This design comes from an exercise in tuning for small area on the open sky130 flow, not from production work. The RTL was checked by simulation tests, not by an equivalence proof against the original design. Power is estimated from default activity; no workload was simulated.

$ cat design/flow/config.mk
export PLATFORM = sky130hd
export DESIGN_NAME = doc_axis_periphs
export DESIGN_NICKNAME = doc_axis_periphs
export VERILOG_FILES = /design/flow/design.v
export SDC_FILE = /design/flow/constraint.sdc
export NUM_CORES = 4
export LEC_CHECK = 0
export ABC_AREA = 1
export CAP_MARGIN = 20
export CORE_MARGIN = 2
export CORE_UTILIZATION = 70
export GPL_TIMING_DRIVEN = 0
export SLEW_MARGIN = 20
export BUFFER_PORTS_ARGS = -buffer_cell sky130_fd_sc_hd__buf_1
export CTS_ARGS = -sink_clustering_enable -repair_clock_nets -sink_clustering_size 18 -sink_clustering_max_diameter 60 -buf_list sky130_fd_sc_hd__clkbuf_8 -dont_use_dummy_load
$ cat design/flow/constraint.sdc
create_clock -name core_clock -period 10.0 [get_ports {clk}]
set_input_delay 2.0000 -clock core_clock [delete_from_list [all_inputs] [get_ports {clk}]]
set_output_delay 2.0000 -clock core_clock [all_outputs]
set_load 0.01 [all_outputs]
$ cat design/flow/design.v
`timescale 1ns/1ns
module ssg_emb_sd_adc_ctrl (
    input               clk,
    input               reset_n,
    input               start,           
    output wire         start_adc,       
    output reg          run,             
    output reg  [8:0]   counter,         
    output reg  [3:0]   counter16,       
    output reg          latch_sync2      
);
reg start_r;
reg start_adc_sync;
reg start_adc_sync2;
reg start_sync_adc;
reg start_sync2_adc;
always @(posedge clk or negedge reset_n)
    if (~reset_n)
    begin
        start_r <= 1'b0;
        start_adc_sync <= 1'b0;
        start_adc_sync2 <= 1'b0;
        start_sync_adc <= 1'b0;
        start_sync2_adc <= 1'b0;
    end
    else
    begin
        if (start)
            start_r <= 1'b1;
        else if (start_adc_sync2)
            start_r <= 1'b0;
        start_sync_adc <= start_r;
        start_sync2_adc <= start_sync_adc;
        start_adc_sync <= start_sync2_adc;
        start_adc_sync2 <= start_adc_sync;
    end
assign start_adc = ~start_sync2_adc & start_sync_adc;
wire last = (counter == 9'd399);
always @(posedge clk or negedge reset_n)
    if (~reset_n)
    begin
        counter <= 9'b0;
        run <= 1'b0;
    end
    else
    begin
        if (start_adc)
            run <= 1'b1;
        else if (last)
        begin
            run <= 1'b0;
            counter <= 9'b0;
        end
        else if (run)
            counter <= counter_inc;
    end
wire [8:0] counter_inc;
wire co_c;
rc_add #(9) add_c (.a(counter), .b(9'b0), .ci(1'b1), .s(counter_inc), .co(co_c));
always @(posedge clk or negedge reset_n)
    if (~reset_n)
        counter16 <= 4'b0;
    else
        counter16 <= counter16_inc;
wire [3:0] counter16_inc;
wire co_16;
rc_add #(4) add_16 (.a(counter16), .b(4'b0), .ci(1'b1), .s(counter16_inc), .co(co_16));
reg latch_sync;
always @(posedge clk or negedge reset_n)
    if (~reset_n)
    begin
        latch_sync <= 1'b0;
        latch_sync2 <= 1'b0;
    end
    else
    begin
        latch_sync <= run & last;
        latch_sync2 <= latch_sync;
    end
endmodule    
module rc_add #(
    parameter W = 8
) (
    input  [W-1:0]  a,
    input  [W-1:0]  b,
    input           ci,
    output [W-1:0]  s,
    output          co
);
wire [W:0] c;
assign c[0] = ci;
genvar i;
generate
    for (i = 0; i < W; i = i + 1)
    begin : bit_loop
        wire p = a[i] ^ b[i];
        assign s[i] = p ^ c[i];
        assign c[i+1] = (a[i] & b[i]) | (p & c[i]);
    end
endgenerate
assign co = c[W];
endmodule    
module rc_carry #(
    parameter W = 8
) (
    input  [W-1:0]  a,
    input  [W-1:0]  b,
    input           ci,
    output          co
);
wire [W:0] c;
assign c[0] = ci;
genvar i;
generate
    for (i = 0; i < W; i = i + 1)
    begin : bit_loop
        assign c[i+1] = (a[i] & b[i]) | (c[i] & (a[i] | b[i]));
    end
endgenerate
assign co = c[W];
endmodule    
`timescale 1ns/1ns
module ssg_emb_sd_adc_dec128 (
    input               clk,
    input               reset_n,
    input               cnr128,      
    input               dec_rate,    
    input [15:0]        offset,      
    input [21:0]        cn_in,       
    output reg [15:0]   sample_r     
);
reg [18:0] d0, c3, c4, c5;
wire [18:0] x   = dec_rate ? cn_in[18:0] : cn_in[21:3];
wire [18:0] c3n, c4n, c5n;
wire co3, co4, co5, cox;
rc_add #(19) sub3 (.a(x), .b(~d0), .ci(1'b1), .s(c3n), .co(co3));
rc_add #(19) sub4 (.a(c3n), .b(~c3), .ci(1'b1), .s(c4n), .co(co4));
rc_add #(19) sub5 (.a(c4n), .b(~c4), .ci(1'b1), .s(c5n), .co(co5));
always @(posedge clk or negedge reset_n)
    if (~reset_n)
    begin
        d0 <= 19'b0;
        c3 <= 19'b0;
        c4 <= 19'b0;
        c5 <= 19'b0;
    end
    else if (cnr128)
    begin
        d0 <= x;
        c3 <= c3n;
        c4 <= c4n;
        c5 <= c5n;
    end
wire [18:0] sample_x;
rc_add #(19) subx (.a(c5), .b(~{1'b0, offset, 2'b11}), .ci(1'b1), .s(sample_x), .co(cox));
wire [15:0] sat = (sample_x[18] == sample_x[17]) ? sample_x[17:2] :
                  sample_x[18] ? 16'h8001 : 16'h7FFF;
reg [15:0] s1, s2;
always @(posedge clk or negedge reset_n)
    if (~reset_n)
    begin
        s1 <= 16'b0;
        s2 <= 16'b0;
        sample_r <= 16'b0;
    end
    else
    begin
        if (~cnr128)
            s1 <= sat;
        s2 <= s1;
        sample_r <= s2;
    end
endmodule    
`timescale 1ns/1ns
module ssg_emb_sd_adc_dec16 (
    input               clk,
    input               reset_n,
    input               cnr16,       
    input               p2,          
    input               dec_rate,    
    input [12:0]        cn_in,       
    output wire [9:0]   sample       
);
reg [9:0] xc;
always @(posedge clk)
    if (cnr16)
        xc <= dec_rate ? cn_in[9:0] : cn_in[12:3];
reg [9:0] d0, c3, c4, c5m;
wire [9:0] c3n, c4n, c5n;
wire co3, co4, co5;
rc_add #(10) sub3 (.a(xc), .b(~d0), .ci(1'b1), .s(c3n), .co(co3));
rc_add #(10) sub4 (.a(c3n), .b(~c3), .ci(1'b1), .s(c4n), .co(co4));
rc_add #(10) sub5 (.a(c4n), .b(~c4), .ci(1'b1), .s(c5n), .co(co5));
wire [9:0] c5m_n;
wire co6;
rc_add #(10) sub6 (.a(c5n), .b(10'h301), .ci(1'b0), .s(c5m_n), .co(co6));
always @(posedge clk or negedge reset_n)
    if (~reset_n)
    begin
        d0 <= 10'b0;
        c3 <= 10'b0;
        c4 <= 10'b0;
        c5m <= 10'h301;          
    end
    else if (p2)
    begin
        d0 <= xc;
        c3 <= c3n;
        c4 <= c4n;
        c5m <= c5m_n;
    end
assign sample = c5m;
endmodule    
`timescale 1ns/1ns
module ssg_emb_sd_adc_chan (
    input               clk,
    input               reset_n,
    input               data,        
    input               dec_rate,
    input               oc_en,       
    input               cnr128,
    input               cnr16,
    input               p2,
    input [15:0]        offset,
    input [9:0]         i_peak,
    output wire [15:0]  sample_r,    
    output reg          oc,          
    output reg [9:0]    oc_capture   
);
reg [21:0] delta1, cn1, cn2;
always @(posedge clk or negedge reset_n)
    if (~reset_n)
    begin
        delta1 <= 22'b0;
        cn1 <= 22'b0;
        cn2 <= 22'b0;
    end
    else
    begin
        delta1 <= delta1_n;
        cn1 <= cn1_n;
        cn2 <= cn2_n;
    end
wire [21:0] delta1_n, cn1_n, cn2_n;
wire co_d, co_1, co_2;
rc_add #(22) add_d (.a(delta1), .b(22'b0), .ci(data), .s(delta1_n), .co(co_d));
rc_add #(22) add_1 (.a(cn1), .b(delta1), .ci(1'b0), .s(cn1_n), .co(co_1));
rc_add #(22) add_2 (.a(cn2), .b(cn1), .ci(1'b0), .s(cn2_n), .co(co_2));
ssg_emb_sd_adc_dec128 dec128 (
    .clk        (clk),
    .reset_n    (reset_n),
    .cnr128     (cnr128),
    .dec_rate   (dec_rate),
    .offset     (offset),
    .cn_in      (cn2),
    .sample_r   (sample_r)
);
wire [9:0] sample16;
ssg_emb_sd_adc_dec16 dec16 (
    .clk        (clk),
    .reset_n    (reset_n),
    .cnr16      (cnr16),
    .p2         (p2),
    .dec_rate   (dec_rate),
    .cn_in      (cn2[12:0]),
    .sample     (sample16)
);
wire [9:0] sample16_abs;
wire co_a, ge;
rc_add #(10) add_abs (.a(sample16 ^ {10{sample16[9]}}), .b(10'b0), .ci(sample16[9]),
                      .s(sample16_abs), .co(co_a));
rc_carry #(10) add_cmp (.a(sample16_abs), .b(~i_peak), .ci(1'b1), .co(ge));
always @(posedge clk or negedge reset_n)
    if (~reset_n)
        oc <= 1'b0;
    else
        oc <= oc_en & ge;
reg oc_r;
always @(posedge clk)
    oc_r <= oc;
always @(posedge clk or negedge reset_n)
    if (~reset_n)
        oc_capture <= 10'b0;
    else if (oc & ~oc_r)
        oc_capture <= sample16_abs;
endmodule    
module ssg_emb_sd_adc (
    input               clk,
    input               reset_n,
    input               avs_write_n,
    input               avs_read_n,
    input [3:0]         avs_address,
    input [31:0]        avs_writedata,
    output reg [31:0]   avs_readdata,
    output wire         avs_irq,
    input               sync_dat_u,
    input               sync_dat_w,
    input               start_adc,
    input               run,
    input [6:0]         counter,
    input [3:0]         counter16,
    input               latch_sync2,
    output reg          overcurrent
);
reg [15:0] offset_u_reg;
reg [15:0] offset_w_reg;
reg [9:0] i_peak_reg;
reg [2:0] control_reg;
always @(posedge clk or negedge reset_n)
    if (~reset_n)
    begin
        offset_u_reg <= 16'b0;
        offset_w_reg <= 16'b0;
        i_peak_reg <= 10'b0;
        control_reg <= 3'b0;
    end
    else if (~avs_write_n)
    begin
        case (avs_address)
            4'h1:   offset_u_reg <= avs_writedata[15:0];
            4'h2:   offset_w_reg <= avs_writedata[15:0];
            4'h3:   i_peak_reg <= avs_writedata[9:0];
            4'h4:   control_reg <= avs_writedata[2:0];
        endcase
    end
reg [1:0] control_s1, control_s2;
always @(posedge clk or negedge reset_n)
    if (~reset_n)
    begin
        control_s1 <= 2'b0;
        control_s2 <= 2'b0;
    end
    else
    begin
        control_s1 <= {control_reg[2], control_reg[0] & ~control_reg[1]};
        control_s2 <= control_s1;
    end
wire dec_rate = control_s2[1];
wire oc_en = control_s2[0];
reg cnr128, cnr16, p1, p2;
always @(posedge clk or negedge reset_n)
    if (~reset_n)
    begin
        cnr128 <= 1'b0;
        cnr16 <= 1'b0;
        p1 <= 1'b0;
        p2 <= 1'b0;
    end
    else
    begin
        if (dec_rate)
            cnr128 <= run & (counter[5:0] == 6'b111111) | start_adc;
        else
            cnr128 <= run & (counter[6:0] == 7'b1111111) | start_adc;
        if (dec_rate)
            cnr16 <= (counter16[2:0] == 3'b111);
        else
            cnr16 <= (counter16[3:0] == 4'b1111);
        p1 <= cnr16;
        p2 <= p1;
    end
wire irq_ack = (avs_address == 4'h5) & ~avs_write_n & avs_writedata[0];
reg conv_done;
always @(posedge clk or negedge reset_n)
    if (~reset_n)
        conv_done <= 1'b0;
    else if (irq_ack)
        conv_done <= 1'b0;
    else if (latch_sync2)
        conv_done <= 1'b1;
assign avs_irq = conv_done;
wire [15:0] sample_u, sample_w;
wire oc_u, oc_w;
wire [9:0] cap_u, cap_w;
ssg_emb_sd_adc_chan chan_u (
    .clk        (clk),
    .reset_n    (reset_n),
    .data       (sync_dat_u),
    .dec_rate   (dec_rate),
    .oc_en      (oc_en),
    .cnr128     (cnr128),
    .cnr16      (cnr16),
    .p2         (p2),
    .offset     (offset_u_reg),
    .i_peak     (i_peak_reg),
    .sample_r   (sample_u),
    .oc         (oc_u),
    .oc_capture (cap_u)
);
ssg_emb_sd_adc_chan chan_w (
    .clk        (clk),
    .reset_n    (reset_n),
    .data       (sync_dat_w),
    .dec_rate   (dec_rate),
    .oc_en      (oc_en),
    .cnr128     (cnr128),
    .cnr16      (cnr16),
    .p2         (p2),
    .offset     (offset_w_reg),
    .i_peak     (i_peak_reg),
    .sample_r   (sample_w),
    .oc         (oc_w),
    .oc_capture (cap_w)
);
reg overcurrent_xx;
always @(posedge clk or negedge reset_n)
    if (~reset_n)
    begin
        overcurrent_xx <= 1'b0;
        overcurrent <= 1'b0;
    end
    else
    begin
        overcurrent_xx <= oc_u | oc_w;
        overcurrent <= overcurrent_xx;
    end
always @(*)
    case (avs_address)
        4'h1:   avs_readdata = {16'b0, offset_u_reg};
        4'h2:   avs_readdata = {16'b0, offset_w_reg};
        4'h3:   avs_readdata = {22'b0, i_peak_reg};
        4'h4:   avs_readdata = {29'b0, control_reg};
        4'h6:   avs_readdata = {27'b0, conv_done, conv_done, oc_u, oc_w, overcurrent};
        4'h7:   avs_readdata = {16'b0, sample_u};
        4'h8:   avs_readdata = {16'b0, sample_w};
        4'h9:   avs_readdata = {22'b0, i_peak_reg};
        4'hc:   avs_readdata = {22'b0, cap_u};
        4'hd:   avs_readdata = {22'b0, cap_w};
        default: avs_readdata = 32'h0;
    endcase
endmodule    
`timescale 1ns/1ns
module ssg_emb_pwm (
	input           clk,
	input           reset_n,
	input               avs_write_n,
	input               avs_read_n,
	input [3:0]         avs_address,
	input [31:0]        avs_writedata,
	output reg [31:0]   avs_readdata,
    input [2:0]         pwm_control,
	input				sync_in,
	output wire         u_h,
	output wire         u_l,
	output wire         v_h,
	output wire         v_l,
	output wire         w_h,
	output wire         w_l,
	output reg          carrier_latch,
	output reg			encoder_strobe_n,
	output wire         sync_out,
	output wire         start_adc,
	output reg [15:0]   carrier
);											
reg [2:0] gate_h;
reg [2:0] gate_l;
assign u_h = gate_h[0];
assign v_h = gate_h[1];
assign w_h = gate_h[2];
assign u_l = gate_l[0];
assign v_l = gate_l[1];
assign w_l = gate_l[2];
reg start;
wire pwm_enable = pwm_control[0];
wire en_lower = pwm_control[1];
wire en_upper = pwm_control[2];
reg [14:0] pwm_reg[0:2];     
reg [14:0] max_reg;
reg [7:0] block_reg;
reg [14:0] trigger_up_reg;
reg [14:0] trigger_down_reg;
always @(posedge clk or negedge reset_n)
    if (~reset_n)
    begin
        pwm_reg[0] <= 15'b0;
        pwm_reg[1] <= 15'b0;
        pwm_reg[2] <= 15'b0;
        max_reg <= 15'b0;
        block_reg <= 8'b0;
        trigger_up_reg <= 15'b0;
        trigger_down_reg <= 15'b0;
    end
    else if (~avs_write_n)
    begin
        case (avs_address)
            4'h1:   pwm_reg[0] <= avs_writedata[14:0];
            4'h2:   pwm_reg[1] <= avs_writedata[14:0];
            4'h3:   pwm_reg[2] <= avs_writedata[14:0];
            4'h4:   max_reg <= avs_writedata[14:0];
            4'h5:   block_reg <= avs_writedata[7:0];
            4'h6:   trigger_up_reg <= avs_writedata[14:0];
            4'h7:   trigger_down_reg <= avs_writedata[14:0];
        endcase
    end
always @(*)
    case (avs_address)
        4'h1:   avs_readdata <= {17'b0, pwm_reg[0]};
        4'h2:   avs_readdata <= {17'b0, pwm_reg[1]};
        4'h3:   avs_readdata <= {17'b0, pwm_reg[2]};
        4'h4:   avs_readdata <= {17'b0, max_reg};
        4'h5:   avs_readdata <= {24'b0, block_reg};
        4'h6:   avs_readdata <= {17'b0, trigger_up_reg};
        4'h7:   avs_readdata <= {17'b0, trigger_down_reg};
        4'h8:   avs_readdata <= {22'b0, gate_l[0], gate_h[0], gate_l[1], gate_h[1], gate_l[2], gate_h[2]};
        4'h9:   avs_readdata <= {16'b0, carrier};
        default:    avs_readdata <= 32'h0;
    endcase
reg [14:0] pwm[0:2];
reg pwm_valid;
always @(posedge clk)
    if (~pwm_enable)
        pwm_valid <= 1'b0;
    else if (carrier_latch)
        pwm_valid <= 1'b1;
generate
    genvar j;
    for (j = 0; j < 3; j = j + 1)
    begin : reg_gen_loop
        always @(posedge clk)
            if (carrier_latch)
                pwm[j] <= pwm_reg[j];
    end
endgenerate
reg [14:0] counter;    
reg [14:0] counter_nxt;    
reg up;
reg sync;
wire co_nxt;
wire last_down = (counter == 15'd1);
always @(*)
    counter_nxt = counter_nxt_w;
wire [14:0] counter_nxt_w;
rc_add #(15) add_nxt (.a(counter), .b({15{~up}}), .ci(up), .s(counter_nxt_w), .co(co_nxt));
always @(posedge clk or negedge reset_n)
begin
    if (~reset_n)
    begin
        counter <= 15'b0;
        up <= 1'b1;
        carrier_latch <= 1'b0;
        start <= 1'b0;
    end
	else
	begin
		if (~pwm_enable | sync_in)
		begin
			counter <= 15'b0;
			up <= 1'b1;
			start <= 1'b0;
		end
		else
		begin
			counter <= counter_nxt;
			if (up & (counter_nxt == trigger_up_reg) | ~up & (counter_nxt == trigger_down_reg))
				start <= 1'b1;
			else
				start <= 1'b0;
		end
		if (up & (counter_nxt == max_reg) | ~up & last_down)
		begin
			up <= ~up;
			carrier_latch <= 1'b1;
		end
		else
			carrier_latch <= 1'b0;
    end
end
	always @(*)
        if (~up & last_down)
            sync <= 1'b1;
        else
            sync <= 1'b0;
assign sync_out = sync | sync_in;
assign start_adc = start;
always @(posedge clk or negedge reset_n)
    if (~reset_n)
        carrier <= 15'b0;
    else if (~pwm_enable | sync_in | ~up & last_down)
        carrier <= 15'b0;
    else
        carrier <= carrier_inc;
wire [15:0] carrier_inc;
wire co_car;
rc_add #(16) add_car (.a(carrier), .b(16'b0), .ci(1'b1), .s(carrier_inc), .co(co_car));
reg [2:0] strobe_count;
always @(posedge clk or negedge reset_n)
	if (~reset_n)
		strobe_count <= 3'b000;
	else if (carrier_latch)
		strobe_count <= 3'b001;
	else if (|strobe_count)
		strobe_count <= strobe_count + 3'b001;
always @(posedge clk or negedge reset_n)
	if (~reset_n)
		encoder_strobe_n <= 1'b1;
	else if (carrier_latch)
		encoder_strobe_n <= 1'b0;
	else if (|strobe_count)
		encoder_strobe_n <= 1'b0;
	else
		encoder_strobe_n <= 1'b1;
wire [14:0] counter_n = ~counter;
reg [7:0] dead_count[0:2];
reg compare[0:2];
reg compare_r[0:2];
generate
    genvar i;
        for (i = 0; i < 3; i = i + 1)
        begin : op_gen_loop
            wire gt;
            rc_carry #(15) add_cmp (.a(pwm[i]), .b(counter_n), .ci(1'b0), .co(gt));
            wire [7:0] dc_dec;
            wire dc_co;
            rc_add #(8) add_dc (.a(dead_count[i]), .b(8'hFF), .ci(1'b0), .s(dc_dec), .co(dc_co));
            always @(posedge clk)
                if (~pwm_enable)
                begin
                    dead_count[i] <= block_reg;
                    compare[i] <= 1'b0;
                    compare_r[i] <= 1'b0;
                end
                else
                begin
                    compare_r[i] <= compare[i];
                    compare[i] <= pwm_valid & gt;
                    if (compare[i] != compare_r[i])
                        dead_count[i] <= block_reg;
                    else if (dead_count[i] != 8'b0)
                        dead_count[i] <= dc_dec;
                end
            always @(posedge clk or negedge reset_n)
                if (~reset_n)
                begin
                    gate_h[i] <= 1'b0;
                    gate_l[i] <= 1'b0;
                end
                else if (~pwm_enable | (compare[i] != compare_r[i]) | (dead_count[i] != 8'b0))
                begin
                    gate_h[i] <= 1'b0;
                    gate_l[i] <= 1'b0;
                end
                else
                begin
                    gate_h[i] <= compare[i] & en_upper;
                    gate_l[i] <= ~compare[i] & en_lower;
                end
        end
endgenerate
endmodule    
`timescale 1ns/1ns
module ssg_emb_dsm (
	input           clk,
	input           reset_n,
	input               avs_write_n,
	input               avs_read_n,
	input               avs_address,
	input [31:0]        avs_writedata,
	output reg [31:0]   avs_readdata,
	input               overcurrent,
	input               overvoltage,
	input               undervoltage,
	input               chopper,
	input               dc_link_clk_err,
    input               igbt_err,
    output wire     error_out,
    output wire     overcurrent_latch,
    output wire     overvoltage_latch,
    output wire     undervoltage_latch,
    output wire     dc_link_clk_err_latch,
    output wire     igbt_err_latch,
    output reg      chopper_latch,
    output reg [2:0] pwm_control
);											
reg [2:0] control_reg;
reg clear_status;
always @(posedge clk or negedge reset_n)
    if (~reset_n)
    begin
        control_reg <= 3'b0;
        clear_status <= 1'b0;
    end
    else if (~avs_write_n)
    begin
        case (avs_address)
            4'h0:   control_reg <= avs_writedata[2:0];
            4'h1:   clear_status <= 1'b1;
        endcase
    end
    else
        clear_status <= 1'b0;
reg [2:0] state;
reg [4:0] status_bits;
always @(*)
    case (avs_address)
        4'h0:   avs_readdata <= {29'b0, control_reg};
        4'h1:   avs_readdata <= {20'b0, state, pwm_control, 1'b1, status_bits};
        default:    avs_readdata <= 32'h0;
    endcase
reg [4:0] avs_writedata_r;
reg e1, e2;
always @(posedge clk)
    avs_writedata_r <= avs_writedata[4:0];
always @(posedge clk or negedge reset_n)
    if (~reset_n)
    begin
        status_bits[3:0] <= 4'b0;
        chopper_latch <= 1'b0;
        e1 <= 1'b0;
        e2 <= 1'b0;
    end
    else if (clear_status)
        status_bits[3:0] <= status_bits[3:0] & ~avs_writedata_r[3:0];
    else
    begin
        chopper_latch <= chopper;
        e1 <= overvoltage_latch | igbt_err_latch | undervoltage_latch; 	
        e2 <= overcurrent_latch | dc_link_clk_err_latch ; 					
        status_bits[2:1] <= status_bits[2:1] | {undervoltage, overvoltage};
        if ((state == 2) || (state == 3))
        begin
            status_bits[0] <= status_bits[0] | overcurrent;
            status_bits[3] <= status_bits[3] | dc_link_clk_err;
        end
    end
assign overcurrent_latch = status_bits[0];
assign overvoltage_latch = status_bits[1];
assign undervoltage_latch = status_bits[2];
assign dc_link_clk_err_latch = status_bits[3];
assign igbt_err_latch = status_bits[4];
assign error_out = e1 | e2;
reg [7:0] igbt_cnt;
reg igbt_err_r;
always @(posedge clk or negedge reset_n)
    if (~reset_n)
    begin
		igbt_cnt <= 8'b0;
        igbt_err_r <= 1'b0;
        status_bits[4] <= 1'b0;
    end
    else if (clear_status)
        status_bits[4] <= status_bits[4] & ~avs_writedata_r[4];
	else
    begin
		igbt_err_r <= igbt_err;
		if (igbt_err & ~igbt_err_r)
        begin
			igbt_cnt <= 8'b0;
		end
		if (igbt_err_r)
			igbt_cnt <= igbt_cnt_inc;
		if (igbt_cnt == 8'd75)
			status_bits[4] <=  status_bits[4] | igbt_err ;
	end
wire [7:0] igbt_cnt_inc;
wire igbt_co;
rc_add #(8) add_igbt (.a(igbt_cnt), .b(8'b0), .ci(1'b1), .s(igbt_cnt_inc), .co(igbt_co));
parameter   init    = 3'b000,
            prech   = 3'b001,
            prer    = 3'b010,
            run     = 3'b011,
            error   = 3'b100,
			idle    = 3'b101;
parameter   pwm_disable = 3'b000,
            pwm_enable  = 3'b001,
            pwm_lower   = 3'b011,
            pwm_both    = 3'b111;
always @(posedge clk or negedge reset_n)
    if (~reset_n)
    begin
		state <= 3'b0;
        pwm_control <= pwm_disable;
    end
	else
    begin
		case (state)
			idle:
				if (e1)
					state <= error;
				else
				begin
					pwm_control <= pwm_disable;
					if (control_reg == init)
						state <= init;					
				end
			init:
				if (e1)
					state <= error;
				else
				begin
					pwm_control <= pwm_enable;
					if (control_reg == prech)
						state <= prech;
					else if (control_reg == idle)
						state <= idle;							
				end
			prech:
				if (e1)
					state <= error;
				else
				begin
					pwm_control <= pwm_lower; 
					if (control_reg == prer)
						state <= prer;
					else if (control_reg == init)
						state <= init;
				end
			prer:
				begin
					if (e1 | e2)
						state <= error;
					else
					begin
						if (control_reg == run)
							state <= run;
						else if (control_reg == prech)
							state <= prech;
						else if (control_reg == init)
							state <= init;
					end
				end
			run:
				begin
					if (e1 | e2)
						state <= error;
					else
					begin
						pwm_control <= pwm_both;
						if (control_reg == init)
							state <= init;
					end
				end
			error:
				begin
					pwm_control <= pwm_disable;
					if (control_reg == init)
						state <= init;
				end
			default:
				begin
					pwm_control <= pwm_disable;
					state <= error;
				end
		endcase
	end
endmodule    
`timescale 1ns/1ns
module doc_axis_periphs (
    input               clk,
    input               reset_n,
    input               adc_avs_write_n,
    input               adc_avs_read_n,
    input  [3:0]        adc_avs_address,
    input  [31:0]       adc_avs_writedata,
    output [31:0]       adc_avs_readdata,
    output              adc_irq,
    input               pwm_avs_write_n,
    input               pwm_avs_read_n,
    input  [3:0]        pwm_avs_address,
    input  [31:0]       pwm_avs_writedata,
    output [31:0]       pwm_avs_readdata,
    input               sm_avs_write_n,
    input               sm_avs_read_n,
    input               sm_avs_address,
    input  [31:0]       sm_avs_writedata,
    output [31:0]       sm_avs_readdata,
    input               adc_pow_avs_write_n,
    input               adc_pow_avs_read_n,
    input  [3:0]        adc_pow_avs_address,
    input  [31:0]       adc_pow_avs_writedata,
    output [31:0]       adc_pow_avs_readdata,
    output              adc_pow_irq,
    output              pwm_sync_out,
    input               pwm_sync_in,
    input               adc_pow_sync_dat_u,
    input               adc_pow_sync_dat_w,
    output              adc_pow_overcurrent,
    input               adc_sync_dat_u,
    input               adc_sync_dat_w,
    output              adc_overcurrent,
    output [15:0]       pwm_carrier,
    output              pwm_carrier_latch,
    output              pwm_encoder_strobe_n,
    output              pwm_u_h,
    output              pwm_u_l,
    output              pwm_v_h,
    output              pwm_v_l,
    output              pwm_w_h,
    output              pwm_w_l,
    input               sm_overcurrent,
    input               sm_overvoltage,
    input               sm_undervoltage,
    input               sm_chopper,
    input               sm_dc_link_clk_err,
    input               sm_igbt_err,
    output              sm_error_out,
    output              sm_overcurrent_latch,
    output              sm_overvoltage_latch,
    output              sm_undervoltage_latch,
    output              sm_dc_link_clk_err_latch,
    output              sm_igbt_err_latch,
    output              sm_chopper_latch
);
wire [2:0] pwm_control;
wire       start_adc;
wire       adc_start;
wire       adc_run;
wire [8:0] adc_counter;
wire [3:0] adc_counter16;
wire       adc_latch;
ssg_emb_sd_adc_ctrl adc_ctrl (
    .clk            (clk),
    .reset_n        (reset_n),
    .start          (start_adc),
    .start_adc      (adc_start),
    .run            (adc_run),
    .counter        (adc_counter),
    .counter16      (adc_counter16),
    .latch_sync2    (adc_latch)
);
ssg_emb_sd_adc doc_adc (
    .clk            (clk),
    .reset_n        (reset_n),
    .avs_write_n    (adc_avs_write_n),
    .avs_read_n     (adc_avs_read_n),
    .avs_address    (adc_avs_address),
    .avs_writedata  (adc_avs_writedata),
    .avs_readdata   (adc_avs_readdata),
    .avs_irq        (adc_irq),
    .sync_dat_u     (adc_sync_dat_u),
    .sync_dat_w     (adc_sync_dat_w),
    .start_adc      (adc_start),
    .run            (adc_run),
    .counter        (adc_counter[6:0]),
    .counter16      (adc_counter16),
    .latch_sync2    (adc_latch),
    .overcurrent    (adc_overcurrent)
);
ssg_emb_pwm doc_pwm (
    .clk              (clk),
    .reset_n          (reset_n),
    .avs_write_n      (pwm_avs_write_n),
    .avs_read_n       (pwm_avs_read_n),
    .avs_address      (pwm_avs_address),
    .avs_writedata    (pwm_avs_writedata),
    .avs_readdata     (pwm_avs_readdata),
    .pwm_control      (pwm_control),
    .sync_in          (pwm_sync_in),
    .u_h              (pwm_u_h),
    .u_l              (pwm_u_l),
    .v_h              (pwm_v_h),
    .v_l              (pwm_v_l),
    .w_h              (pwm_w_h),
    .w_l              (pwm_w_l),
    .carrier_latch    (pwm_carrier_latch),
    .encoder_strobe_n (pwm_encoder_strobe_n),
    .sync_out         (pwm_sync_out),
    .start_adc        (start_adc),
    .carrier          (pwm_carrier)
);
ssg_emb_dsm doc_sm (
    .clk                   (clk),
    .reset_n               (reset_n),
    .avs_write_n           (sm_avs_write_n),
    .avs_read_n            (sm_avs_read_n),
    .avs_address           (sm_avs_address),
    .avs_writedata         (sm_avs_writedata),
    .avs_readdata          (sm_avs_readdata),
    .overcurrent           (sm_overcurrent),
    .overvoltage           (sm_overvoltage),
    .undervoltage          (sm_undervoltage),
    .chopper               (sm_chopper),
    .dc_link_clk_err       (sm_dc_link_clk_err),
    .igbt_err              (sm_igbt_err),
    .error_out             (sm_error_out),
    .overcurrent_latch     (sm_overcurrent_latch),
    .overvoltage_latch     (sm_overvoltage_latch),
    .undervoltage_latch    (sm_undervoltage_latch),
    .dc_link_clk_err_latch (sm_dc_link_clk_err_latch),
    .igbt_err_latch        (sm_igbt_err_latch),
    .chopper_latch         (sm_chopper_latch),
    .pwm_control           (pwm_control)
);
ssg_emb_sd_adc doc_adc_pow (
    .clk            (clk),
    .reset_n        (reset_n),
    .avs_write_n    (adc_pow_avs_write_n),
    .avs_read_n     (adc_pow_avs_read_n),
    .avs_address    (adc_pow_avs_address),
    .avs_writedata  (adc_pow_avs_writedata),
    .avs_readdata   (adc_pow_avs_readdata),
    .avs_irq        (adc_pow_irq),
    .sync_dat_u     (adc_pow_sync_dat_u),
    .sync_dat_w     (adc_pow_sync_dat_w),
    .start_adc      (adc_start),
    .run            (adc_run),
    .counter        (adc_counter[6:0]),
    .counter16      (adc_counter16),
    .latch_sync2    (adc_latch),
    .overcurrent    (adc_pow_overcurrent)
);
endmodule
$ cat design/flow/flow/run.sh
#!/bin/bash
# The standard layout (standard.sh) with two changes: every input and
# output port is buffered by the smallest buffer cell, and clock tree
# synthesis does not add dummy loads. standard.sh's full output goes to
# standard.log; ORFS's per-step logs stay under orfs/logs/.
set -euo pipefail
cat >> "$FLOW_CONFIG" <<'EOC'
export BUFFER_PORTS_ARGS = -buffer_cell sky130_fd_sc_hd__buf_1
export CTS_ARGS = -sink_clustering_enable -repair_clock_nets -sink_clustering_size 18 -sink_clustering_max_diameter 60 -buf_list sky130_fd_sc_hd__clkbuf_8 -dont_use_dummy_load
EOC
bash standard.sh > standard.log 2>&1
$ cat design/flow/standard.sh
#!/bin/bash
# synth_recipe.tcl (not shown) runs the flow's synth.tcl, then flattens the netlist and writes it again
# the make line also repeats each setting of config.mk as NAME=value (left out here)
make -C /OpenROAD-flow-scripts/flow DESIGN_CONFIG=/design/flow/config.mk WORK_HOME=/design/flow/orfs CLKGATE_MAP_FILE= SYNTH_SCRIPT=/design/flow/synth_recipe.tcl "${@:-finish}"
==> results of run 1 <==
report_power, final:
part / switching (W) / leakage [nW] / internal [W]
clock: 0.00173 / 0.762 / 0.000945
sequential: 0.00125 / 17.2 / 0.00756
combinational: 0.00828 / 16.3 / 0.00606
total: 0.0113 / 34.3 / 0.0146
final cells by class:
cell class / count / area, µm² / area share, %
Antenna cell: 1 / 2.502 / 0.003440
Buffer: 292 / 1470 / 2.021
Clock buffer: 106 / 1459 / 2.006
Inverter: 838 / 3149 / 4.329
Multi-Input combinational cell: 3620 / 28090 / 38.62
Sequential cell: 1391 / 35290 / 48.52
Tap cell: 1265 / 1583 / 2.176
Timing Repair Buffer: 235 / 1692 / 2.325
cell families after synthesis:
group	synth area share [%]
buffers and inverters	6.837
muxes	0.2016
other	0.005594
adders and majority gates	20.46
and+or+nand+nor	9.249
DFF	52.65
AOI/OAI and AO/OA	8.833
xor gates and xnor gates	1.762
per-layer routing:
layer / vias up / GRT usage [%] / share of wire [%]
met5: - / 0 / 0
met4: 0 / 10.72 / 3.7
met3: 292 / 4.070 / 5.7
met2: 1427 / 51.46 / 47
met1: 21878 / 46.97 / 43
li1: 19887 / - / -
metrics by stage:
step | TNS, ns | cells | instance area [µm²] | utilization (%) | worst slack (ns)
after floorplan | 0 | 6141 | 67390 | - | 0.008640
after global placement | - | 7583 | 69630 | 73.29 | -59.43
after detailed placement | -10.37 | 7628 | 70570 | 74.27 | -0.7759
after CTS | 0 | 7740 | 72450 | 76.25 | 0.0007025
after global routing | -0.03531 | 7748 | 72740 | 76.56 | -0.01825
final | 0 | 7748 | 72740 | 76.56 | 0.2103
worst max path at each step:
stage / to / cells past startpoint / slack (ns) / from
after floorplan: doc_adc.chan_w.dec128.c5[18]$_DFFE_PN0P_ / 28 / 0.009 / doc_adc.control_s2[1]$_DFF_PN0_
after global placement: doc_adc.chan_u.delta1[13]$_DFF_PN0_ / 1 / -59.43 / reset_n
after detailed placement: doc_adc.chan_w.dec128.c5[18]$_DFFE_PN0P_ / 26 / -0.78 / doc_adc.control_s2[1]$_DFF_PN0_
after CTS: doc_adc_pow.chan_w.cn1[21]$_DFF_PN0_ / 22 / 0.0007 / doc_adc_pow.chan_w.delta1[0]$_DFF_PN0_
after global routing: doc_adc_pow.chan_w.dec128.c5[18]$_DFFE_PN0P_ / 29 / -0.02 / doc_adc_pow.control_s2[1]$_DFF_PN0_
final: doc_adc.chan_w.dec128.c5[18]$_DFFE_PN0P_ / 29 / 0.21 / doc_adc.control_s2[1]$_DFF_PN0_
timing repair:
action | in CTS | in global routing
setup endpoints to repair | 36 | 24
buffers inserted | 6 | 6
pin swaps | 23 | 37
gates cloned | 0 | 1
gates resized for setup | 141 | 91
endpoints found under the hold margin | 0 | 0
worst register-to-register path: cells and delay by family, from the launching register on:
family                     cells  cell delay [ns]
AOI/OAI and AO/OA              2             0.25
xor gates and xnor gates       3             0.76
adders and majority gates     19             7.57
buffers and inverters          4             0.47
DFF                            1             0.43
and+or+nand+nor                1             0.17
cell usage in the layout (no fill, tap or decap), types with 4 or more instances in the layout:
cell type,count
sky130_fd_sc_hd__a32o_1,9
sky130_fd_sc_hd__or2_2,11
sky130_fd_sc_hd__a221oi_1,56
sky130_fd_sc_hd__o21ai_2,4
sky130_fd_sc_hd__clkbuf_8,108
sky130_fd_sc_hd__o21ai_0,758
sky130_fd_sc_hd__buf_1,187
sky130_fd_sc_hd__buf_16,4
sky130_fd_sc_hd__nor3_1,6
sky130_fd_sc_hd__mux2_2,12
sky130_fd_sc_hd__a31oi_1,8
sky130_fd_sc_hd__a22o_1,24
sky130_fd_sc_hd__a21oi_1,55
sky130_fd_sc_hd__xor2_1,77
sky130_fd_sc_hd__inv_1,834
sky130_fd_sc_hd__nor2_1,132
sky130_fd_sc_hd__dfxtp_1,16
sky130_fd_sc_hd__fa_1,301
sky130_fd_sc_hd__nand4_1,30
sky130_fd_sc_hd__o211ai_1,53
sky130_fd_sc_hd__nand2_1,1310
sky130_fd_sc_hd__edfxtp_1,109
sky130_fd_sc_hd__nor4_1,17
sky130_fd_sc_hd__ha_1,234
sky130_fd_sc_hd__clkbuf_1,178
sky130_fd_sc_hd__xnor2_1,53
sky130_fd_sc_hd__or2_1,5
sky130_fd_sc_hd__nand3_1,61
sky130_fd_sc_hd__buf_4,97
sky130_fd_sc_hd__buf_12,41
sky130_fd_sc_hd__fa_2,236
sky130_fd_sc_hd__o21ai_4,5
sky130_fd_sc_hd__o22ai_1,48
sky130_fd_sc_hd__dfrtp_1,1250
sky130_fd_sc_hd__conb_1,68
sky130_fd_sc_hd__dfstp_2,14
sky130_fd_sc_hd__buf_2,14
sky130_fd_sc_hd__o2111ai_1,4
sky130_fd_sc_hd__a22oi_1,13
==> run notes, run 1 <==
The flow ran to the end and the layout has no timing, DRC or antenna violations. The fraction of final layout cells with drive strength greater than 1 came out at 8.794%. Dividing the detail-routed via count by the number of cells gives about 5.6.

The leakage power figure came out at 34.31 nW. The power density over the cells came out at between 300 and 400 nW/µm². The number of antenna violations at the first check in global routing is 2. In this run the critical register-to-register path is captured at doc_adc.chan_w.dec128.c5[18]$_DFFE_PN0P_. For the pin with the worst max-slew slack, the measured transition is ~1.1 ns. STA classifies the critical path endpoint as a flop.

The flip-flop count of the largest register after layout came out at 90. The placement row count came out at 113. The overall overflow remaining after global route is 0.

In this run the cell area of the synthesized design comes to 67030 µm². The count of pins over their slew limit came out at 0. For this run, the detailed router's first-pass iteration total came to 6. STA classifies the critical path startpoint as a flop. The worst-path maximum fanout came out at 10. Of all flip-flops after synthesis, the portion carrying an async set or reset was 91.01%.

The flip-flop and latch count after synthesis is approximately 1400. The mean cell area of the mapped netlist is 11.04 µm². For the worst-skew pair, the clock arrives at the later sink with an insertion delay of 0.80 ns. The family with the most delay on the worst path is adder cells.

Dividing the detail-routed wire length by the instance count gives around 20 µm. The path depth of the worst reg2reg path came out at 29. The post-route minimum period came out at just under 10 ns. The master cell of the clock root buffer is sky130_fd_sc_hd__clkbuf_8. Among all flip-flop cells after synthesis, the most frequent one is sky130_fd_sc_hd__dfrtp_1.

The most frequent cell on the critical path is sky130_fd_sc_hd__fa_2. The register-to-register path setup slack came out at 0.21 ns. The detail route stage leaves a number of antenna-violating nets equal to 0. The floorplan step defined a die boundary enclosing 98250 µm². The worst relative slew slack is 22.83%. Across the VDD grid, the largest voltage drop is 0.0003400 V.

The largest total area in the synthesized netlist belongs to sky130_fd_sc_hd__dfrtp_1. In this run the most critical hold path is launched from doc_adc.chan_u.dec128.s2[13]$_DFF_PN0_. The gate count after technology mapping is between 6000 and 7000. After synthesis, the cell types taking the most area are sky130_fd_sc_hd__dfrtp_1 47%, sky130_fd_sc_hd__fa_1 16%, sky130_fd_sc_hd__nand2_1 7.4%, sky130_fd_sc_hd__o21ai_0 5.7%, sky130_fd_sc_hd__edfxtp_1 4.9%. The maximum number of pins on one net before global-route repair is 35. The layout has around 6300 filler cells.

In this run the critical register-to-register path is launched from doc_adc.control_s2[1]$_DFF_PN0_. The path type of the worst setup path is flop to flop. The signal arrival time at the worst endpoint is 10.43 ns.

Summing over every cut layer, the via total after detailed routing is ~43000. The sequential-to-total area share from yosys stat came out at roughly 53%. The CTS tree is built. The CTS buffer count came out at 106. Final hold analysis gives a worst-case slack of 0.3134 ns.

The endpoint of the worst hold path is doc_adc.chan_u.dec128.sample_r[13]$_DFF_PN0_. The slowest cell on the critical path is sky130_fd_sc_hd__fa_2. Input and output buffers added on the ports amount to between 150 and 200.

The critical path required time is 10.64 ns. The number of global-route vias before repair was approximately 45000. The global router's overall resource usage came out at 32.17%.

After floorplanning, the core was sized to cover 95010 µm². The number of enable-type register cells in the synthesized netlist is 109. The starting utilization of the core area is 70.55%.

The buffer and inverter count on the worst path is 4. Across the run, the number of max-cap violations was 0. The total wire length after detailed routing came out at between 150 and 200 mm. Measured along the x axis, the die boundary spans roughly 310 µm.

From synthesis to final layout, the design area changed by 8.523%. The wire length of the first global-routing pass came out at 245.9 mm. The worst clock skew is 0.05308 ns. The violation count after the first detailed-routing iteration came out at 3797.

The final hold violation count is 0. The share of the synthesized area in the top cell type is 46.74%. For this run, the post-layout net count is about 7400. The congestion estimate from routability-driven global placement came to between 0.9 and 1. The synthesis warning total is 17. The sum of internal, switching and leakage power is 0.02583 W. The largest incremental delay on the critical path came out at ~0.57 ns. The number of buffers added to fix hold violations after cts came out at 0. The total clock sinks is 1391. The class of the worst hold path is flop to flop. The top achievable clock speed came out at 102.1 MHz. The maximum clock path buffer count is 3.

The number of library cell types mapped by synthesis came out at 49. The HPWL after detailed placement is 119.0 mm. In this run the count of I/O pins placed on the die edge is 326. The final setup violation count is 0. The number of DRC violations after detailed routing is 0. After synthesis, the most frequently instantiated cells are 1313 x sky130_fd_sc_hd__nand2_1, 1252 x sky130_fd_sc_hd__dfrtp_1, 835 x sky130_fd_sc_hd__inv_1, 764 x sky130_fd_sc_hd__o21ai_0, 537 x sky130_fd_sc_hd__fa_1. The worst hold path depth came out at 0.

The clock slew seen by the registers of the worst setup and hold paths came out at approximately 0.11 ns. The clock tree synthesis step divided the H-tree into 3 levels. The ratio of final minimum period to clock period came out at 97.90%. From bottom edge to top edge, the die measures approximately 310 µm. Yosys instantiated no cell more often than sky130_fd_sc_hd__nand2_1.
==> inputs of run 2 (changes only) <==
--- a/design/flow/config.mk
+++ b/design/flow/config.mk
@@ -10,5 +10,4 @@
 export CORE_MARGIN = 2
 export CORE_UTILIZATION = 70
-export GPL_TIMING_DRIVEN = 0
 export SLEW_MARGIN = 20
 export BUFFER_PORTS_ARGS = -buffer_cell sky130_fd_sc_hd__buf_1
==> run notes, run 2 <==
The flow ran to the end and the layout has no timing, DRC or antenna violations. The worst-path maximum fanout is 10 (unchanged). Compared with the post-synthesis result, the final layout area differs by 5.460%. The post-route minimum period came to 9.730 ns (-0.05972 ns). The detailed-router iteration count before antenna repair came to 5 (-1). The most frequently used cell type in the post-synthesis netlist is sky130_fd_sc_hd__nand2_1. The max-capacitance violation count came to 0 (unchanged). The most frequently used flop master after synthesis is sky130_fd_sc_hd__dfrtp_1. The wire length of the first global-routing pass came out at 222.3 mm (-9.6%). The height of the chip is 313.4 µm (unchanged). The critical path required time was 10.72 ns (+0.08 ns). The flip-flop count of the largest register after layout was 90 (unchanged). The total wire length after detailed routing is 134.5 mm (-12%). The horizontal die dimension is 313.4 µm (unchanged). The post-detailed-route wirelength per cell is 18.02 µm (-8.3%). Leaving out fill and tap cells, the most frequent cell in the layout is sky130_fd_sc_hd__nand2_1.

The number of vias after detailed routing is 41172 (-5.3%). The count of buffers from port buffering came out at 177 (unchanged). The share of the synthesized area in the top cell type came out at 46.74% (unchanged). The starting utilization of the core area is 70.55% (unchanged). The worst setup slack before clock tree synthesis is -0.4280 ns (+0.3480 ns). The worst clock skew came to 0.05855 ns (+0.005466 ns). The number of buffers added to fix hold violations after cts came out at 0 (unchanged). The signal arrival time at the worst endpoint came out at 10.45 ns (+0.02 ns). The final setup slack of the worst path is 0.2700 ns (+0.05972 ns). The largest incremental delay on the critical path came out at 0.58 ns (about the same). The maximum number of pins on one net before global-route repair is 161 (+360%). The worst setup path is launched from a flop. The ratio of final minimum period to clock period came out at 97.30% (-0.60 points). The master cell of the clock root buffer is sky130_fd_sc_hd__clkbuf_8.

Summed over all instances, the cell type with the most area after synthesis is sky130_fd_sc_hd__dfrtp_1. The final net count came out at 7133 (-3.9%). The clock insertion delay at the later pin of the skew report came out at 0.80 ns (about the same).

The slew at the pin closest to its max-slew limit is 1.062 ns (-0.08317 ns). The number of library cell types mapped by synthesis came out at 49 (unchanged). The weighted congestion at the end of routability-driven global placement is 0.9235 (-4.2%). The worst setup path is captured at a flop. The area enclosed by the die boundary is 98250 µm² (unchanged). The power density over the cells is 355.6 nW/µm² (+0.17%). The mean cell area of the mapped netlist came to 11.04 µm² (unchanged). The gate count after technology mapping is 6074 (unchanged).

The sequential-to-total area share from yosys stat was 52.65% (unchanged). The critical path is of the flop to flop type. TritonCTS built the clock tree. The worst relative slew slack was 29.01% (+6.2 points). The placement row count is 113 (unchanged). The count of pins over their slew limit came out at 0 (unchanged). The CTS buffer count is 108 (+1.9%).

The per-cell via count in the routed design came out at 5.518 (-1.7%). The number of enable-type register cells in the synthesized netlist came out at 109 (unchanged). The final hold violation count is 0 (unchanged). The violation count after the first detailed-routing iteration came to 3344 (-12%). The level count of the clock H-tree came to 3 (unchanged). The number of antenna violations at the first check in global routing is 3 (+1).

The clock slew seen by the registers of the worst setup and hold paths came out at 0.11 ns (about the same). The min-delay analysis places its worst path in the category flop to flop. The HPWL after detailed placement came out at 99.52 mm (-16%). The maximum clock path buffer count is 3 (unchanged). The synthesis warning total came out at 17 (unchanged).

The final setup violation count was 0 (unchanged). Among all stages on the critical path, the largest delay is contributed by sky130_fd_sc_hd__fa_2. The flip-flop and latch count after synthesis came out at 1391 (unchanged). The remaining antenna violation count is 0 (unchanged). The total clock sinks is 1391 (unchanged). The fraction of final layout cells with drive strength greater than 1 is 6.941% (-1.9 points). The commonest cells after synthesis are 1313 x sky130_fd_sc_hd__nand2_1, 1252 x sky130_fd_sc_hd__dfrtp_1, 835 x sky130_fd_sc_hd__inv_1, 764 x sky130_fd_sc_hd__o21ai_0, 537 x sky130_fd_sc_hd__fa_1.

The area of the core region is 95010 µm² (unchanged). The most frequent cell on the critical path is sky130_fd_sc_hd__fa_2. The leakage power figure came out at 33.43 nW (-2.5%). The top achievable clock speed came to 102.8 MHz (+0.61%).

The fraction of synthesis flops using an asynchronous set or reset pin came out at 91.01% (unchanged). The number of DRC violations after detailed routing came out at 0 (unchanged). The global router's overall resource usage is 28.67% (-3.5 points). The top-level port count is 326 (unchanged). The overall overflow remaining after global route is 0 (unchanged). The combined area of all synthesized cells is 67030 µm² (unchanged). In the post-synthesis netlist, the biggest area contributors are sky130_fd_sc_hd__dfrtp_1 47%, sky130_fd_sc_hd__fa_1 16%, sky130_fd_sc_hd__nand2_1 7.4%, sky130_fd_sc_hd__o21ai_0 5.7%, sky130_fd_sc_hd__edfxtp_1 4.9%. The number of global-route vias before repair came out at 41959 (-7.5%). In the layout the commonest cells are 1312 x sky130_fd_sc_hd__nand2_1, 1248 x sky130_fd_sc_hd__dfrtp_1, 833 x sky130_fd_sc_hd__inv_1. The share of the core filled with cells is 74.40% (-2.2 points).

The highest ir drop seen on vdd is 0.0002611 V (-23%).
## run 2: cell families (layout without fill, tap and decap cells)
group,after synthesis,after routing,share of synthesized area [%]
and+or+nand+nor,1581,1581,9.249
DFF,1391,1391,52.65
buffers and inverters,1130,1184,6.837
AOI/OAI and AO/OA,1051,1051,8.833
adders and majority gates,774,774,20.46
xor gates and xnor gates,134,134,1.762
muxes,12,12,0.2016
other,1,69,0.005594
## run 2: per-stage QoR
step	instance area (µm²)	instances	total power [W]	setup TNS [ns]	hold WS, ns
floorplan	67390	6141	0.01821	0	0.3312
global placement	68730	7349	0.02156	-2.179	0.3317
detailed placement	68730	7349	0.02222	-4.643	0.3347
CTS	70430	7457	0.02517	-0.03481	0.3207
global route	70690	7461	0.02799	-0.009697	0.3092
finish	70690	7461	0.02514	0	0.3177
## run 2: final cells by class
class / instances / area (µm²)
inverters: 838 / 3151
clock buffers: 108 / 1486
multi-input cells: 3620 / 27930
flip-flops and latches: 1391 / 35300
well taps: 1265 / 1583
fillers: 6550 / 24320
repair buffers: 238 / 1234
diodes: 1 / 2.502
## run 2: critical path: cells and delay by family (launching register included)
kind	cells	cell delay, ns
flops	1	0.37
buf+inv	5	0.40
fa+ha+maj	20	8.14
compound gates	2	0.21
simple gates	2	0.51
## run 2: path summary, 6_finish.rpt
check                                                           from                                         endpoint  slack (ns)  cells after the start
min                        doc_adc_pow.chan_w.dec128.s2[0]$_DFF_PN0_  doc_adc_pow.chan_w.dec128.sample_r[0]$_DFF_PN0_        0.32                      0
max                              doc_adc_pow.control_s2[1]$_DFF_PN0_     doc_adc_pow.chan_u.dec128.c5[18]$_DFFE_PN0P_        0.27                     29
min reg2reg                doc_adc_pow.chan_w.dec128.s2[0]$_DFF_PN0_  doc_adc_pow.chan_w.dec128.sample_r[0]$_DFF_PN0_        0.32                      0
max reg2reg                      doc_adc_pow.control_s2[1]$_DFF_PN0_     doc_adc_pow.chan_u.dec128.c5[18]$_DFFE_PN0P_        0.27                     29
max in group asynchronous                                    reset_n          doc_adc.chan_u.dec128.d0[5]$_DFFE_PN0P_        6.84                      3
min in group asynchronous                                    reset_n      doc_adc_pow.chan_u.dec128.d0[4]$_DFFE_PN0P_        1.14                      1
## run 2: layer usage
metal  up-vias  track usage, %  share of wire [%]
met1     20621           43.82                 46
met5         -               0             0.0052
met3       231           3.939                4.9
li1      19300               -                  -
met2      1018           44.03                 46
met4         2           8.634                3.3
## run 2: repair_timing
item | in CTS | in global routing
pin swaps | 3 | 14
gates resized for setup | 86 | 85
endpoints found under the setup margin | 24 | 25
cloned | 0 | 0
buffers inserted | 0 | 2
## run 2: report_power, final
part	internal (W)	total, W	switching [W]
Clock	0.000962	0.00268	0.00172
Sequential	0.00757	0.00883	0.00127
Combinational	0.00587	0.0136	0.00776
==> inputs of run 3 (changes only) <==
--- a/design/flow/config.mk
+++ b/design/flow/config.mk
@@ -9,5 +9,5 @@
 export CAP_MARGIN = 20
 export CORE_MARGIN = 2
-export CORE_UTILIZATION = 70
+export CORE_UTILIZATION = 80
 export SLEW_MARGIN = 20
 export BUFFER_PORTS_ARGS = -buffer_cell sky130_fd_sc_hd__buf_1
==> run notes, run 3 <==
The highest ir drop seen on vdd is 0.0003302 V (+26%). The combinational share of power is 55.4% (+1.2 points). The post-route minimum period is 9.880 ns (+0.1504 ns). The flip-flop and latch count after synthesis is 1391 (unchanged).

Yosys instantiated no cell more often than sky130_fd_sc_hd__nand2_1. The height of the chip is 293.5 µm (-6.4%). The overall overflow remaining after global route came out at 0 (unchanged). The slew at the pin closest to its max-slew limit is 1.121 ns (+0.05898 ns). The wire length of the first global-routing pass came out at 234.4 mm (+5.5%).

The gate count after technology mapping is 6074 (unchanged). The worst hold path terminates at doc_adc_pow.chan_u.dec128.sample_r[13]$_DFF_PN0_. The critical path required time came to 10.68 ns (-0.04 ns). The sequential-to-total area share from yosys stat is 52.65% (unchanged). The top-level port count is 326 (unchanged). The total placed cells including tap cells is 7159 (-2.6%). The power share of the clock group was 10.1% (-0.6 points). The worst-path maximum fanout came out at 2 (-8). The total placed instance area came out at 68460 µm² (-0.39%). The clock insertion delay at the later pin of the skew report came out at 0.79 ns (about the same). The final hold violation count came out at 0 (unchanged). Of all cell types, the one taking the most synthesized area is sky130_fd_sc_hd__dfrtp_1.

The leakage power figure is 33.33 nW (-0.30%). The final setup slack of the worst path is 0.1196 ns (-0.1504 ns). The path depth of the worst reg2reg path was 22 (-24%). The final net count is 7122 (-0.15%). The horizontal die dimension was 293.5 µm (-6.4%). The level count of the clock H-tree came to 3 (unchanged).

The HPWL after detailed placement is 106.4 mm (+7.0%). The cell-internal power is 0.01447 W (+0.51%). The worst hold path depth came out at 0 (unchanged). The terminus of the critical flop-to-flop path is doc_adc.chan_u.cn2[21]$_DFF_PN0_.

The origin of the critical flop-to-flop path is doc_adc.chan_u.cn1[0]$_DFF_PN0_. The most frequently used flop master after synthesis is sky130_fd_sc_hd__dfrtp_1. The number of DRC violations after detailed routing is 0 (unchanged). STA classifies the critical path endpoint as a flop. The area of the core region came to 83290 µm² (-12%).

The worst relative slew slack came out at 25.06% (-3.9 points). The number of global-route vias before repair is 44964 (+7.2%). The path type of the worst setup path is flop to flop. After synthesis, the most frequently instantiated cells are 1313 x sky130_fd_sc_hd__nand2_1, 1252 x sky130_fd_sc_hd__dfrtp_1, 835 x sky130_fd_sc_hd__inv_1, 764 x sky130_fd_sc_hd__o21ai_0, 537 x sky130_fd_sc_hd__fa_1. The total wire length after detailed routing came out at 145.5 mm (+8.2%).

The register-to-register path setup slack is 0.12 ns (-0.15 ns). The critical path goes through ha_1 > fa_2 > fa_2 > fa_1 > fa_2 > fa_1 > fa_2 > fa_2 > fa_2 > fa_1 > fa_1 > fa_2 > fa_1 > fa_1 > fa_1 > fa_1 > fa_2 > fa_1 > fa_1 > fa_2 > fa_1 > xnor2_1. The placement row count came out at 106 (-6.2%).

The share of the synthesized area in the top cell type is 46.74% (unchanged). The count of non-filler cells in the finished layout is 7268 (-2.6%). The worst setup slack before clock tree synthesis is -0.4345 ns (-0.006544 ns). The power density over the cells came to 364.3 nW/µm² (+2.4%). The logic depth of the worst setup path including buffers came to 22 (-24%). The worst setup path is launched from a flop. The total clock sinks is 1391 (unchanged). In this run the worst hold path is classified as flop to flop. The largest incremental delay on the critical path came to 0.51 ns (-0.07 ns).

The number of enable-type register cells in the synthesized netlist is 109 (unchanged). The flip-flop count of the largest register after layout is 90 (unchanged). The layout overhead on the synthesized area came out at 5.044%. The signal arrival time at the worst endpoint is 10.56 ns (+0.11 ns). The maximum clock path buffer count is 3 (unchanged).

The CTS buffer count came out at 99 (-8.3%). The number of vias after detailed routing came out at 42907 (+4.2%). The max-capacitance violation count came out at 0 (unchanged). The global router's overall resource usage is 35.00% (+6.3 points). The master cell of the clock root buffer is sky130_fd_sc_hd__clkbuf_8.

The combined area of all synthesized cells was 67030 µm² (unchanged). The per-cell via count in the routed design came out at 5.904 (+7.0%). The area enclosed by the die boundary is 86120 µm² (-12%). The worst clock skew is 0.06324 ns (+0.004691 ns).

The detailed-router iteration count before antenna repair is 6 (+1). The remaining antenna violation count is 0 (unchanged). The maximum number of pins on one net before global-route repair is 189 (+17%).

The violation count after the first detailed-routing iteration is 4043 (+21%). The setup TNS is 0 ns (unchanged). The clock slew seen by the registers of the worst setup and hold paths came out at 0.10 ns (about the same). The number of antenna violations at the first check in global routing came to 3 (unchanged). The design area is 70410 µm² (-0.39%). Broken down by cell family, the worst path's largest delay share belongs to adder cells. The worst hold path begins at doc_adc_pow.chan_u.dec128.s2[13]$_DFF_PN0_.

Tracing the worst setup path back leads to its startpoint at doc_adc.chan_u.cn1[0]$_DFF_PN0_. The synthesis warning total is 17 (unchanged). By area the synthesized netlist is led by sky130_fd_sc_hd__dfrtp_1 47%, sky130_fd_sc_hd__fa_1 16%, sky130_fd_sc_hd__nand2_1 7.4%, sky130_fd_sc_hd__o21ai_0 5.7%, sky130_fd_sc_hd__edfxtp_1 4.9%. The count of buffers from port buffering is 177 (unchanged). The final setup violation count is 0 (unchanged). The weighted congestion at the end of routability-driven global placement was 0.9432 (+2.1%). The net switching power figure is 0.01119 W (+4.1%). The count of pins over their slew limit came out at 0 (unchanged).

The top achievable clock speed came to 101.2 MHz (-1.5%). TritonCTS built the clock tree. The run finished with no timing, DRC or antenna violations.

The starting utilization of the core area is 80.48% (+9.9 points). The number of library cell types mapped by synthesis came out at 49 (unchanged). The fraction of final layout cells with drive strength greater than 1 is 7.099% (+0.16 points). The switching power share of the total came out at 43.60% (+0.86 points).

The post-detailed-route wirelength per cell is 20.03 µm (+11%). By instance count, the cell type seen most on the critical path is sky130_fd_sc_hd__fa_1. The mean cell area of the mapped netlist came out at 11.04 µm² (unchanged). The leading cell type in the layout, fill and taps excluded is sky130_fd_sc_hd__nand2_1. The slowest cell on the critical path is sky130_fd_sc_hd__fa_1. The ratio of final minimum period to clock period was 98.80% (+1.5 points). The relative contribution of sequential cells to total power is 34.6% (-0.5 points).

The buffer and inverter count on the worst path came out at 0 (-5). The final hold slack is 0.3290 ns (+0.01134 ns). In the layout the commonest cells are 1312 x sky130_fd_sc_hd__nand2_1, 1248 x sky130_fd_sc_hd__dfrtp_1, 833 x sky130_fd_sc_hd__inv_1.

The fraction of synthesis flops using an asynchronous set or reset pin is 91.01% (unchanged).
-- run 3: timing repair --
action	4_1_cts	5_1_grt
pin swaps	4	16
hold endpoints to repair	0	0
setup buffers	1	3
hold buffers	0	0
setup endpoints to repair	27	27
resized for setup	99	93
-- run 3: cells by family (layout without fill, tap and decap cells) --
group	count (synthesis)	in the layout	synth area share [%]
xor+xnor	134	134	1.762
flops	1391	1391	52.65
buf+inv	1130	1173	6.837
mux	12	12	0.2016
fa+ha+maj	774	774	20.46
simple gates	1581	1581	9.249
other cells	1	72	0.005594
compound gates	1051	1051	8.833
-- run 3: cell type report --
type                    count  area (µm²)
flip-flops and latches   1391       35300
multi-input cells        3620       28000
fillers                  4264       12880
inverters                 838        3151
clock buffers              99        1363
well taps                1080        1351
repair buffers            236        1237
diodes                      4       10.01
-- run 3: how the worst max path moves through the flow --
stage          slack, ns                                      endpoint
6_report            0.12              doc_adc.chan_u.cn2[21]$_DFF_PN0_
3_3_place_gp       -0.29  doc_adc_pow.chan_w.dec128.c5[18]$_DFFE_PN0P_
3_5_place_dp       -0.43  doc_adc_pow.chan_w.dec128.c5[18]$_DFFE_PN0P_
4_1_cts            0.002              doc_adc.chan_u.cn1[21]$_DFF_PN0_
2_1_floorplan      0.009      doc_adc.chan_w.dec128.c5[18]$_DFFE_PN0P_
5_1_grt            -0.14              doc_adc.chan_u.cn2[21]$_DFF_PN0_
-- run 3: worst reg2reg max path, stage by stage, from the launching register on --
cell and delay (ns):
sky130_fd_sc_hd__dfrtp_1 0.42, sky130_fd_sc_hd__ha_1 0.24, sky130_fd_sc_hd__fa_2 0.41, sky130_fd_sc_hd__fa_2 0.41, sky130_fd_sc_hd__fa_1 0.51, sky130_fd_sc_hd__fa_2 0.46, sky130_fd_sc_hd__fa_1 0.46, sky130_fd_sc_hd__fa_2 0.42
sky130_fd_sc_hd__fa_2 0.42, sky130_fd_sc_hd__fa_2 0.41, sky130_fd_sc_hd__fa_1 0.45, sky130_fd_sc_hd__fa_1 0.47, sky130_fd_sc_hd__fa_2 0.41, sky130_fd_sc_hd__fa_1 0.45, sky130_fd_sc_hd__fa_1 0.46, sky130_fd_sc_hd__fa_1 0.46
sky130_fd_sc_hd__fa_1 0.47, sky130_fd_sc_hd__fa_2 0.41, sky130_fd_sc_hd__fa_1 0.46, sky130_fd_sc_hd__fa_1 0.48, sky130_fd_sc_hd__fa_2 0.42, sky130_fd_sc_hd__fa_1 0.44, sky130_fd_sc_hd__xnor2_1 0.25
-- run 3: layer usage --
layer / routed length (µm) / track usage, %
met3: 8845 / 4.675
met1: 58910 / 49.92
met5: 13 / 0
met4: 5682 / 11.68
met2: 72090 / 57.40
-- run 3: stage by stage --
step                      utilization, %  total power [W]
after floorplan                        -          0.01821
after global placement             82.19          0.02125
after detailed placement           82.20          0.02254
after CTS                          84.15          0.02538
after global routing               84.54          0.02822
final                              84.54          0.02565
-- run 3: power by group through the flow --
stage / Combinational [W] / Clock [W] / Sequential [W]
2_1_floorplan: 0.00977 / 0 / 0.00844
3_3_place_gp: 0.0125 / 0 / 0.00879
3_5_place_dp: 0.0136 / 0 / 0.00893
4_1_cts: 0.0139 / 0.00261 / 0.00883
5_1_grt: 0.0164 / 0.00281 / 0.00904
6_report: 0.0142 / 0.00259 / 0.00886

## port drivers added, routing unchanged
In the flow no input, the clock included, has a driving cell. The finished layouts below were timed again as built, in two steps. Step 1 assumes that a clkbuf_16 drives the clock port and a buf_2 every other input. Step 2 adds t to the input delays and takes it off the output delays; t is the mean of the earliest and latest rising clock arrival at the registers after step 1. Input paths then give back, and output paths get back, about the clock's delay inside the block. a / b / c = no drivers / after step 1 / after step 2; a / b = the first two.
run | shift t [ns] | slack for setup (ns) | worst setup path at the end
run 1 | 0.837 | 0.210 / 0.210 / 0.210 | register to register
run 2 | 0.840 | 0.270 / 0.270 / 0.270 | register to register
run 3 | 0.818 | 0.120 / 0.120 / 0.120 | register to register
After both steps setup and hold are still met in every run listed.
